What follows belongs to an exercise in optimizing a design on an open flow for small area and a short achievable clock period; a production flow would make more cautious choices.
No activity file was given, so power comes from the tool's default toggle rates.

## alpha
==> module alu_stage, before the edit <==
module alu_stage(input clk, input [15:0] a, b, input [3:0] funct,
				output [15:0] out, output [15:0] r15);
localparam J = 6;
localparam K = 14;
wire [15:0] x1, y1, x2, y2;
wire [J-1:0] ra;
wire [K-1:0] rb;
wire is_div, is_mul, sa, cin;
reg [15:0] x1_q, y1_q;
reg [J-1:0] ra_q;
reg div1_q, mul1_q, sa1_q, cin1_q;
reg [15:0] x2_q, y2_q;
reg [K-1:0] rb_q;
reg div2_q, sa2_q, cin2_q;
seg1 #(.J(J)) u_s1(.a(a), .b(b), .funct(funct), .x1(x1), .y1(y1), .ra(ra),
	.is_div(is_div), .is_mul(is_mul), .sa(sa), .cin(cin));
seg2 #(.J(J), .K(K)) u_s2(.x1(x1_q), .y1(y1_q), .ra(ra_q), .div1(div1_q),
	.mul1(mul1_q), .cin1(cin1_q), .x2(x2), .y2(y2), .rb(rb));
seg3 #(.K(K)) u_s3(.x2(x2_q), .y2(y2_q), .rb(rb_q), .div2(div2_q),
	.sa2(sa2_q), .cin2(cin2_q), .out(out), .r15(r15));
always @(posedge clk) begin
	x1_q   <= x1;
	y1_q   <= y1;
	ra_q   <= ra;
	div1_q <= is_div;
	mul1_q <= is_mul;
	sa1_q  <= sa;
	cin1_q <= cin;
	x2_q   <= x2;
	y2_q   <= y2;
	rb_q   <= rb;
	div2_q <= div1_q;
	sa2_q  <= sa1_q;
	cin2_q <= cin1_q;
end
endmodule
Settings: LEC_CHECK=0, CAP_MARGIN=20, CORE_MARGIN=2, CORE_UTILIZATION=75, SLEW_MARGIN=20, SYNTH_HIERARCHICAL=1; clock period 33.0 ns.
standard.sh (not shown) runs the stock make flow with config.mk's settings and CLKGATE_MAP_FILE= SYNTH_SCRIPT=/design/flow/synth_recipe.tcl, a recipe that flattens the netlist after the stock synthesis.
==> flow/flow/run.sh <==
#!/bin/bash
# Standard layout, with the setup repair asked to over-fix so the critical
# paths get sized for speed (the clock period and constraints are unchanged).
bash standard.sh SETUP_SLACK_MARGIN=19 finish > standard.log 2>&1
alpha finished end to end and its layout was clean on timing, DRC and antenna.
The following lists how beta was set up differently from alpha:
--- a/flow/design.v
+++ b/flow/design.v
@@ -786,13 +786,13 @@
 wire [31:0] y = {1'b0, pp_15_15, fs209, fs208, fs207, fs206, fs205, fs204, fs203, fs202, fs201, fs200, fs199, fs198, fs197, fs196, fs195, fs194, fs193, fs192, fs191, fs190, fs189, fs188, fs187, fs186, fs185, fs184, fs183, pp_2_0, pp_1_0, 1'b0};
 assign p = x + y;
 endmodule
 module alu_stage(input clk, input [15:0] a, b, input [3:0] funct,
 				output [15:0] out, output [15:0] r15);
 localparam J = 6;
-localparam K = 14;
+localparam K = 13;
 wire [15:0] x1, y1, x2, y2;
 wire [J-1:0] ra;
 wire [K-1:0] rb;
 wire is_div, is_mul, sa, cin;
 reg [15:0] x1_q, y1_q;
 reg [J-1:0] ra_q;
==> run summary <==
Flip-flop and latch count: beta vs alpha down 1. Length of routed met2 wiring is lower on beta. From alpha to beta the numbers moved as follows: reported leakage power now sits higher; delay contributed by the slowest stage of the critical path now sits lower; number of gates resized after cts now sits higher; design area now sits lower. Going from alpha to beta, power density over cell area has increased; final worst setup slack rose 0.10 ns. Looking at slowest library cell on the worst path, the sky130_fd_sc_hd__clkdlybuf4s50_1 result is from beta; the sky130_fd_sc_hd__nor3_4 one comes from alpha.
No functional check of the RTL was part of any run of this note.


alu_stage, a different RTL version from the one above (not shown whole).
Size: ~90 flip-flops, ~69 I/O pins, about 19000 µm² of cells after synthesis.
==> module divrow, before the edit <==
module divrow #(parameter W = 15)
	(input [W-1:0] rs, input [15:0] bx, input cin,
	 output q, output [W-1:0] r);
localparam N = W + 1;
localparam LV = $clog2(N);
wire [W-1:0] g = rs & bx[W-1:0];
wire [W-1:0] p = rs ^ bx[W-1:0];
wire [N-1:0] G [0:LV];
wire [N-1:0] P [0:LV];
assign G[0] = {g, cin};
assign P[0] = {p, 1'b0};
genvar l, i;
generate for (l = 0; l < LV; l = l + 1) begin : lvl
	for (i = 0; i < N; i = i + 1) begin : pos
		if (((i >> l) & 1) == 1) begin : merge
			assign G[l+1][i] = G[l][i] | (P[l][i] & G[l][((i >> l) << l) - 1]);
			assign P[l+1][i] = P[l][i] & P[l][((i >> l) << l) - 1];
		end else begin : pass
			assign G[l+1][i] = G[l][i];
			assign P[l+1][i] = P[l][i];
		end
	end
end endgenerate
wire [W:0] c = G[LV];
wire hi;
if (W < 16) begin : h
	assign hi = &bx[15:W];
end else begin : h16
	assign hi = 1'b1;
end
assign q = c[W] & hi;
assign r = q ? (p ^ c[W-1:0]) : rs;
endmodule
==> module alu_stage, before the edit <==
module alu_stage(input clk, input [15:0] a, b, input [3:0] funct,
				output [15:0] out, output [15:0] r15);
localparam J = 6;
localparam K = 13;
wire is_div = (funct == 4'b0101);
wire is_mul = (funct == 4'b0100);
wire is_add = (funct == 4'b0000);
wire is_sub = (funct == 4'b0001);
wire sa = a[15], sb = b[15];
wire [14:0] A = a[14:0] ^ {15{sa}};
wire [15:0] bx = sb ? b : ~b;
wire cin = ~sb;
wire bz = (b == 16'd0);
wire [15:0] sum = a + (is_sub ? ~b : b) + {15'd0, is_sub};
wire [14:0] r1 [0:J];
wire [14:0] q1;
assign r1[0] = 15'd0;
genvar j;
generate for (j = 1; j <= J; j = j + 1) begin : s1row
	wire [j-1:0] rr;
	wire [j-1:0] rs;
	if (j == 1) begin : first
		assign rs = A[14];
	end else begin : next
		assign rs = {r1[j-1][(j>1?j-2:0):0], A[15-j]};
	end
	divrow #(.W(j)) u(.rs(rs), .bx(bx), .cin(cin), .q(q1[15-j]), .r(rr));
	assign r1[j] = {{(15-j){1'b0}}, rr};
end endgenerate
reg [15:0] x1_q, y1_q;
reg [J-1:0] ra_q;
reg div1_q, mul1_q, sa1_q, cin1_q;
always @(posedge clk) begin
	x1_q   <= is_div ? {bz, q1[14:15-J], A[14-J:0]} :
	          is_mul ? a : ((is_add | is_sub) ? sum : 16'd0);
	y1_q   <= is_div ? bx : (is_mul ? b : 16'd0);
	ra_q   <= r1[J][J-1:0];
	div1_q <= is_div;
	mul1_q <= is_mul;
	sa1_q  <= sa;
	cin1_q <= cin;
end
wire [31:0] prod;
mul16 u_mul(.a(x1_q), .b(y1_q), .p(prod));
wire [14:0] r2 [J:K];
wire [14:0] q2;
assign r2[J] = {{(15-J){1'b0}}, ra_q};
generate for (j = J + 1; j <= K; j = j + 1) begin : s2row
	wire [j-1:0] rr;
	divrow #(.W(j)) u(.rs({r2[j-1][j-2:0], x1_q[15-j]}), .bx(y1_q), .cin(cin1_q), .q(q2[15-j]), .r(rr));
	assign r2[j] = {{(15-j){1'b0}}, rr};
end endgenerate
reg [15:0] x2_q, y2_q;
reg [14:0] rb_q;
reg div2_q, sa2_q, cin2_q;
always @(posedge clk) begin
	x2_q   <= div1_q ? {x1_q[15:15-J], q2[14-J:15-K], x1_q[14-K:0]} :
	          (mul1_q ? prod[15:0] : x1_q);
	y2_q   <= mul1_q ? prod[31:16] : y1_q;
	rb_q   <= r2[K][14:0];
	div2_q <= div1_q;
	sa2_q  <= sa1_q;
	cin2_q <= cin1_q;
end
wire [14:0] r3 [K:14];
wire [14:0] q3;
assign r3[K] = rb_q;
generate for (j = K + 1; j <= 14; j = j + 1) begin : s3row
	wire [j-1:0] rr;
	divrow #(.W(j)) u(.rs({r3[j-1][j-2:0], x2_q[15-j]}), .bx(y2_q), .cin(cin2_q), .q(q3[15-j]), .r(rr));
	assign r3[j] = {{(15-j){1'b0}}, rr};
end endgenerate
wire [14:0] rs15 = {r3[14][13:0], x2_q[0]};
wire [17:0] t15 = {3'b000, rs15} + {2'b01, y2_q} + {17'd0, cin2_q};
assign q3[0] = t15[17];
wire [14:0] rf = t15[17] ? t15[14:0] : rs15;
wire eq_t = &({1'b0, t15[14:0]} ^ y2_q ^ {t15[14:0] & y2_q[14:0], cin2_q});
wire eq_s = &({1'b0, rs15} ^ y2_q ^ {rs15 & y2_q[14:0], cin2_q});
wire eq = t15[17] ? eq_t : eq_s;
wire c  = sa2_q & eq;
wire [15:0] qf = {x2_q[15:15-K], q3[14-K:0]};
wire nq = (sa2_q ^ ~cin2_q) & ~x2_q[15];
wire [15:0] qn = qf ^ {16{nq}};
localparam L = 15 - K;
wire [15-L:0] hi = qn[15:L];
wire [15-L:0] hi_inc = hi + 1'b1;
wire [L:0] lo = {1'b0, qn[L-1:0]} + {{L{1'b0}}, c ^ nq};
wire [15:0] qo = {lo[L] ? hi_inc : hi, lo[L-1:0]};
wire [15:0] ro = ({1'b0, rf} ^ {16{sa2_q}}) & {16{~c}};
assign out = div2_q ? qo : x2_q;
assign r15 = div2_q ? ro : y2_q;
endmodule
Settings: LEC_CHECK=0, CAP_MARGIN=20, CORE_MARGIN=2, CORE_UTILIZATION=75, SLEW_MARGIN=20; clock period 33.0 ns.
Scripts as last shown in full above: flow/flow/run.sh
Rerun with:
--- a/flow/design.v
+++ b/flow/design.v
@@ -2,14 +2,12 @@
 	(input [W-1:0] rs, input [15:0] bx, input cin,
 	 output q, output [W-1:0] r);
 localparam N = W + 1;
 localparam LV = $clog2(N);
-wire [W-1:0] g = rs & bx[W-1:0];
-wire [W-1:0] p = rs ^ bx[W-1:0];
 wire [N-1:0] G [0:LV];
 wire [N-1:0] P [0:LV];
-assign G[0] = {g, cin};
-assign P[0] = {p, 1'b0};
+assign G[0] = {rs & bx[W-1:0], cin};
+assign P[0] = {rs | bx[W-1:0], 1'b0};
 genvar l, i;
 generate for (l = 0; l < LV; l = l + 1) begin : lvl
 	for (i = 0; i < N; i = i + 1) begin : pos
 		if (((i >> l) & 1) == 1) begin : merge
@@ -28,9 +26,9 @@
 end else begin : h16
 	assign hi = 1'b1;
 end
 assign q = c[W] & hi;
-assign r = q ? (p ^ c[W-1:0]) : rs;
+assign r = rs ^ ({W{q}} & (bx[W-1:0] ^ c[W-1:0]));
 endmodule
 module mul16(input [15:0] a, input [15:0] b, output [31:0] p);
 wire pp_0_0 = a[0] & b[0];
 wire pp_0_1 = a[0] & b[1];
@@ -714,9 +712,9 @@
 endmodule
 module alu_stage(input clk, input [15:0] a, b, input [3:0] funct,
 				output [15:0] out, output [15:0] r15);
 localparam J = 6;
-localparam K = 13;
+localparam K = 14;
 wire is_div = (funct == 4'b0101);
 wire is_mul = (funct == 4'b0100);
 wire is_add = (funct == 4'b0000);
 wire is_sub = (funct == 4'b0001);
@@ -775,32 +773,22 @@
 	div2_q <= div1_q;
 	sa2_q  <= sa1_q;
 	cin2_q <= cin1_q;
 end
-wire [14:0] r3 [K:14];
+wire [14:0] r3 [K:15];
 wire [14:0] q3;
 assign r3[K] = rb_q;
-generate for (j = K + 1; j <= 14; j = j + 1) begin : s3row
+generate for (j = K + 1; j <= 15; j = j + 1) begin : s3row
 	wire [j-1:0] rr;
 	divrow #(.W(j)) u(.rs({r3[j-1][j-2:0], x2_q[15-j]}), .bx(y2_q), .cin(cin2_q), .q(q3[15-j]), .r(rr));
 	assign r3[j] = {{(15-j){1'b0}}, rr};
 end endgenerate
-wire [14:0] rs15 = {r3[14][13:0], x2_q[0]};
-wire [17:0] t15 = {3'b000, rs15} + {2'b01, y2_q} + {17'd0, cin2_q};
-assign q3[0] = t15[17];
-wire [14:0] rf = t15[17] ? t15[14:0] : rs15;
-wire eq_t = &({1'b0, t15[14:0]} ^ y2_q ^ {t15[14:0] & y2_q[14:0], cin2_q});
-wire eq_s = &({1'b0, rs15} ^ y2_q ^ {rs15 & y2_q[14:0], cin2_q});
-wire eq = t15[17] ? eq_t : eq_s;
-wire c  = sa2_q & eq;
 wire [15:0] qf = {x2_q[15:15-K], q3[14-K:0]};
-wire nq = (sa2_q ^ ~cin2_q) & ~x2_q[15];
-wire [15:0] qn = qf ^ {16{nq}};
-localparam L = 15 - K;
-wire [15-L:0] hi = qn[15:L];
-wire [15-L:0] hi_inc = hi + 1'b1;
-wire [L:0] lo = {1'b0, qn[L-1:0]} + {{L{1'b0}}, c ^ nq};
-wire [15:0] qo = {lo[L] ? hi_inc : hi, lo[L-1:0]};
-wire [15:0] ro = ({1'b0, rf} ^ {16{sa2_q}}) & {16{~c}};
+wire [15:0] rf = {1'b0, r3[15]};
+wire eq = &(rf ^ y2_q ^ {rf[14:0] & y2_q[14:0], cin2_q});
+wire c  = sa2_q & eq;
+wire nq = (sa2_q ^ ~cin2_q) & ~qf[15];
+wire [15:0] qo = (qf ^ {16{nq}}) + {15'd0, c ^ nq};
+wire [15:0] ro = (rf ^ {16{sa2_q}}) & {16{~c}};
 assign out = div2_q ? qo : x2_q;
 assign r15 = div2_q ? ro : y2_q;
 endmodule
The new run died in global routing (5_1_grt). Synthesized area increases by 5.6%. Synthesized cell count increases by 16%.
No run of this note included a check of the RTL's function; only the layout flow was run.

-- separate check: timing with driven ports --
Ports are ideal in the flow. The routed layouts listed here were re-timed in OpenROAD.
Step 1 assumes that a clkbuf_16 drives the clock port and a buf_2 every other input.
Step 2 times the ports against the registers' clock, not the clock port: input delays grow and output delays shrink by t, the midpoint of the rising clock arrivals with the driver on.
Three values: ideal, step 1, step 2; two values: the first two.
run | shift t [ns] | slack for setup (ns) | worst hold slack (ns) | worst data-port slew with drivers (ns)
alpha | 0.411 | 19.002 / 19.002 / 18.771 | 0.413 / 0.413 / 0.413 | 0.04
beta | 0.408 | 19.103 / 19.056 / 18.834 | 0.401 / 0.401 / 0.401 | 0.04
the first run of note 2 | 0.404 | 19.000 / 18.948 / 18.736 | 0.392 / 0.392 / 0.392 | 0.04
After both steps every run listed still meets setup and hold. For beta, which loses most, drivers alone change the setup slack by -0.047 ns; drivers and shift together by -0.269 ns.
